Background: an optimization exercise with open tools, aiming at small area, a short achievable clock period and few clock cycles. Do not read the settings as production practice. Function was checked by simulation only, so behaviour that the tests miss may differ from the original.

==> wip/willow: inputs <==
==> flow/design.v <==
`timescale 1ns / 1ns
module HLSM34 (Clk, Rst, Start, Done, a, b, c, d, zero, z);
	input Clk, Rst, Start;
	output reg Done;
	reg [3:0] State;
	input [63:0] a;
	input [63:0] b;
	input [63:0] c;
	input [63:0] d;
	input [63:0] zero;
	output reg [63:0] z;
	reg [63:0] e;
	reg [63:0] f;
	reg [63:0] g;
	reg gEQz;
	always @(posedge Clk) begin
		if (Rst) begin
			z <= 0; e <= 0; f <= 0; g <= 0; gEQz <= 0; 
			State <= 0; Done <= 0;
		end
		else begin
			Done <= 0;
			case (State)
				0 : begin if (Start) State <= 2; end
				1 : begin Done <= 1; State <= 0; end
				2 : begin
					f <= c / d;
					State <= State + 1;
				end
				3 : begin
					State <= State + 1;
				end
				4 : begin
					State <= State + 1;
				end
				5 : begin
					g <= a % b;
					State <= State + 1;
				end
				6 : begin
					e <= a / b;
					gEQz <= g == zero;
					State <= State + 1;
				end
				7 : begin
					z <= gEQz ? e : f;
					State <= 1;
				end
			endcase
		end
	end
endmodule
==> flow/run.sh <==
#!/bin/bash
# synth_recipe.tcl (not shown) runs the flow's synth.tcl, then flattens the netlist and writes it again
# the make line also repeats each setting of config.mk as NAME=value (left out here)
make -C /OpenROAD-flow-scripts/flow DESIGN_CONFIG=/design/flow/config.mk WORK_HOME=/design/flow/orfs CLKGATE_MAP_FILE= SYNTH_SCRIPT=/design/flow/synth_recipe.tcl finish
==> flow/config.mk <==
export PLATFORM = sky130hd
export DESIGN_NAME = HLSM34
export DESIGN_NICKNAME = HLSM34
export VERILOG_FILES = /design/flow/design.v
export SDC_FILE = /design/flow/constraint.sdc
export NUM_CORES = 8
export LEC_CHECK = 0
export CAP_MARGIN = 20
export CORE_MARGIN = 2
export CORE_UTILIZATION = 40
export SETUP_SLACK_MARGIN = 5
export SLEW_MARGIN = 20
==> flow/constraint.sdc <==
create_clock -name core_clock -period 300.0 [get_ports {Clk}]
set_input_delay 60.0000 -clock core_clock [delete_from_list [all_inputs] [get_ports {Clk}]]
set_output_delay 60.0000 -clock core_clock [all_outputs]
set_load 0.01 [all_outputs]
==> wip/amber: changes against wip/willow <==
==> flow/design.v (replaced) <==
`timescale 1ns / 1ns
module HLSM34 (Clk, Rst, Start, Done, a, b, c, d, zero, z);
	input Clk, Rst, Start;
	output reg Done;
	input [63:0] a;
	input [63:0] b;
	input [63:0] c;
	input [63:0] d;
	input [63:0] zero;
	output [63:0] z;
	localparam M  = 8;               
	localparam QW = 64 + 2*M;        
	localparam CW = 3;  
	localparam SW = 4;     
	reg          busy;               
	reg          ph;                 
	reg          first;              
	reg          okr;                
	reg [CW-1:0] cnt;                
	reg [SW-1:0] shr;                
	reg [67:0]   ws, wc;             
	reg [63:0]   B;                  
	reg [QW-1:0] Q;                  
	assign z = Q[63:0];
	reg [63:0] Bn;
	reg [5:0]  s;
	integer l;
	always @(*) begin
		Bn = B;
		for (l = 5; l >= 0; l = l - 1) begin
			s[l] = ~|(Bn >> (64 - (1 << l)));
			if (s[l]) Bn = Bn << (1 << l);
		end
	end
	wire [6:0]    nmin = ({1'b0, s} + 7'd3) >> 1;                 
	wire [CW-1:0] cf   = (nmin + M - 1) / M;               
	wire [7:0]    shf  = 2 * M * cf - 2 - s;
	wire [CW-1:0] cur  = first ? cf - 1'b1 : cnt;
	wire [SW-1:0] shc  = first ? shf[SW-1:0] : shr;
	wire          last = (cur == 0);
	reg lt2;
	integer k;
	always @(*) begin
		lt2 = 1'b0;
		for (k = 1; k <= 64; k = k + 1)
			lt2 = (B[k-1] & wc[k]) | (B[k-1] & lt2) | (wc[k] & lt2);
	end
	wire okc = lt2;
	wire ok  = first ? okc : okr;
	wire [69:0] D1 = {3'b000, Bn, 3'b000};    
	wire [69:0] D2 = {2'b00, Bn, 4'b0000};    
	wire [2:0]  dh = Bn[62:60];
	wire [67:0] rs [0:M];
	wire [67:0] rc [0:M];
	wire [2*M-1:0] P, N;
	assign rs[0] = ws;
	assign rc[0] = wc;
	genvar i;
	generate
		for (i = 0; i < M; i = i + 1) begin : stage
			wire [69:0] ys = {rs[i], 2'b00};
			wire [69:0] yc = {rc[i], 2'b00};
			wire signed [6:0] est = ys[69:63] + yc[69:63];
			reg signed [6:0] m2, m1, m0, mn1;
			always @(*) begin
				case (dh)
					3'd0: begin m2 = 12; m1 = 4; m0 = -5; mn1 = -13; end
					3'd1: begin m2 = 14; m1 = 4; m0 = -5; mn1 = -15; end
					3'd2: begin m2 = 15; m1 = 4; m0 = -5; mn1 = -16; end
					3'd3: begin m2 = 16; m1 = 4; m0 = -5; mn1 = -17; end
					3'd4: begin m2 = 18; m1 = 6; m0 = -7; mn1 = -19; end
					3'd5: begin m2 = 19; m1 = 6; m0 = -7; mn1 = -20; end
					3'd6: begin m2 = 20; m1 = 6; m0 = -7; mn1 = -21; end
					default: begin m2 = 22; m1 = 6; m0 = -7; mn1 = -23; end
				endcase
			end
			wire g2  = est >= m2;
			wire g1  = est >= m1;
			wire g0  = est >= m0;
			wire gn1 = est >= mn1;
			wire pos = g1;                   
			wire neg = ~g0;                  
			wire two = g2 | ~gn1;            
			wire one = (g1 & ~g2) | (gn1 & ~g0);
			wire [69:0] mq = ({70{one}} & D1) | ({70{two}} & D2);
			wire [69:0] t  = mq ^ {70{pos}};
			wire [67:0] sm, cr;
			csa68 u_csa (.x(ys[67:0]), .y(yc[67:0]), .t(t[67:0]), .s(sm), .c(cr));
			assign rs[i+1] = sm;
			assign rc[i+1] = {cr[66:0], pos};
			assign P[2*(M-1-i) +: 2] = {pos & two, pos & one};
			assign N[2*(M-1-i) +: 2] = {neg & two, neg & one};
		end
	endgenerate
	wire [67:0] fs = rs[M];
	wire [67:0] fc = rc[M];
	wire [67:0] fg = fs & fc;
	wire [67:0] fp = fs | fc;
	wire [67:0] fx = fs ^ fc;
	reg  [66:0] G, Pp, Gn, Pn;
	integer lv, jj;
	always @(*) begin
		G = fg[66:0]; Pp = fp[66:0];
		for (lv = 0; lv < 7; lv = lv + 1) begin
			Gn = G; Pn = Pp;
			for (jj = 0; jj < 67; jj = jj + 1)
				if (jj >= (1 << lv)) begin
					Gn[jj] = G[jj] | (Pp[jj] & G[jj - (1 << lv)]);
					Pn[jj] = Pp[jj] & Pp[jj - (1 << lv)];
				end
			G = Gn; Pp = Pn;
		end
	end
	wire        wneg  = fx[67] ^ G[66];
	wire        wzero = ~|(fx ^ {fp[66:0], 1'b0});
	wire          corr = last & wneg;
	reg [2*M-1:0] V;
	reg           vc;
	integer kk;
	always @(*) begin
		vc = ~corr;
		for (kk = 0; kk < 2*M; kk = kk + 1) begin
			V[kk] = P[kk] ^ ~N[kk] ^ vc;
			vc    = (P[kk] & ~N[kk]) | (P[kk] & vc) | (~N[kk] & vc);
		end
	end
	wire vneg = ~vc;
	localparam HW = QW - 2*M;
	wire [HW-1:0] Qb = Q[HW-1:0] & {HW{~first}};
	reg  [HW:0]   az;                        
	integer jz;
	always @(*) begin
		az[0] = 1'b1;
		for (jz = 0; jz < HW; jz = jz + 1)
			az[jz+1] = az[jz] & ~Qb[jz];
	end
	wire [HW-1:0] Qh = Qb ^ ({HW{vneg}} & az[HW-1:0]);
	wire [QW-1:0] Qn = {Qh, V};
	wire [SW-1:0] sa = last ? shc : {SW{1'b0}};
	wire [QW-1:0] Qr = Qn >> sa;
	wire [QW-1:0] Qs = {Qn[QW-1:64], Qr[63:0]};
	wire [2*M-1:0] lowmask = ~({2*M{1'b1}} << shc);
	wire          lowz = ~|(V & lowmask);
	wire          eq  = wzero & lowz & ok & ~Qh[HW-1];    
	wire skip = first & ~ph & ~okc;          
	wire tocd = ~ph & (skip | (last & ~eq));
	always @(posedge Clk) begin
		Q <= Qs;
		if (!busy) begin
			ws <= {3'b000, a, 1'b1};
			wc <= {3'b111, ~zero, 1'b1};
			B  <= b;
		end else if (tocd) begin
			ws <= {3'b000, c, 1'b0};
			wc <= 68'd0;
			B  <= d;
		end else begin
			ws <= rs[M];
			wc <= rc[M];
			B  <= Bn;
		end
		first <= !busy || tocd;
		cnt   <= cur - 1'b1;
		shr   <= shc;
		okr   <= ok;
	end
	always @(posedge Clk) begin
		if (Rst) begin
			busy <= 0; ph <= 0; Done <= 0;
		end else begin
			Done <= 0;
			if (!busy) begin
				if (Start) begin busy <= 1; ph <= 0; end
			end else if (tocd) begin
				ph <= 1;
			end else if (last) begin
				busy <= 0; Done <= 1;
			end
		end
	end
endmodule
module csa68 (x, y, t, s, c);
	input  [67:0] x, y, t;
	output [67:0] s, c;
	assign s = x ^ y ^ t;
	assign c = (x & y) | (x & t) | (y & t);
endmodule
- SYNTH_HIERARCHICAL: not set -> 1
- SYNTH_MINIMUM_KEEP_SIZE: not set -> 0
==> summary of the runs <==
wip/willow went through all stages and came out clean. wip/amber finished with timing, DRC and antenna clean.
Between wip/willow and wip/amber, the lower clock skew is in wip/amber (gap 23 ps).
Of wip/amber and wip/willow, wip/willow has the higher critical path depth (gap 729).
Against wip/willow, the final area of wip/amber is smaller by 80%.
Of wip/amber and wip/willow, wip/willow has the higher routed wire length (gap 86%, measured against wip/willow).
Testbench counts of wip/willow, summed over its fixed seeds: cycles 64,000.
Testbench counts of wip/amber, summed over its fixed seeds: cycles 36,923.

==> separate check: timing with driven ports <==
How much do the figures lean on ideal ports? The routed layouts below were timed once more, with nothing changed but the port constraints. Step 1 assumes that a clkbuf_16 drives the clock port and a buf_2 every other input. Step 2 also shifts input and output timing later by t, the mid clock arrival at the registers, as if the neighbouring blocks saw the same clock. Slacks: ideal / step 1 / step 2; pairs: ideal / step 1.
run	shift t [ns]	slack for setup (ns)	worst hold slack (ns)	worst slew at a driven data input, ns
wip/willow	0.768	9.898 / 9.971 / 9.203	0.452 / 0.452 / 0.452	0.32
wip/amber	0.692	238.104 / 238.024 / 238.642	0.448 / 0.448 / 0.448	0.06
After both steps setup and hold are still met in every run listed. For wip/willow, which loses most, drivers alone change the setup slack by +0.073 ns; drivers and shift together by -0.695 ns.
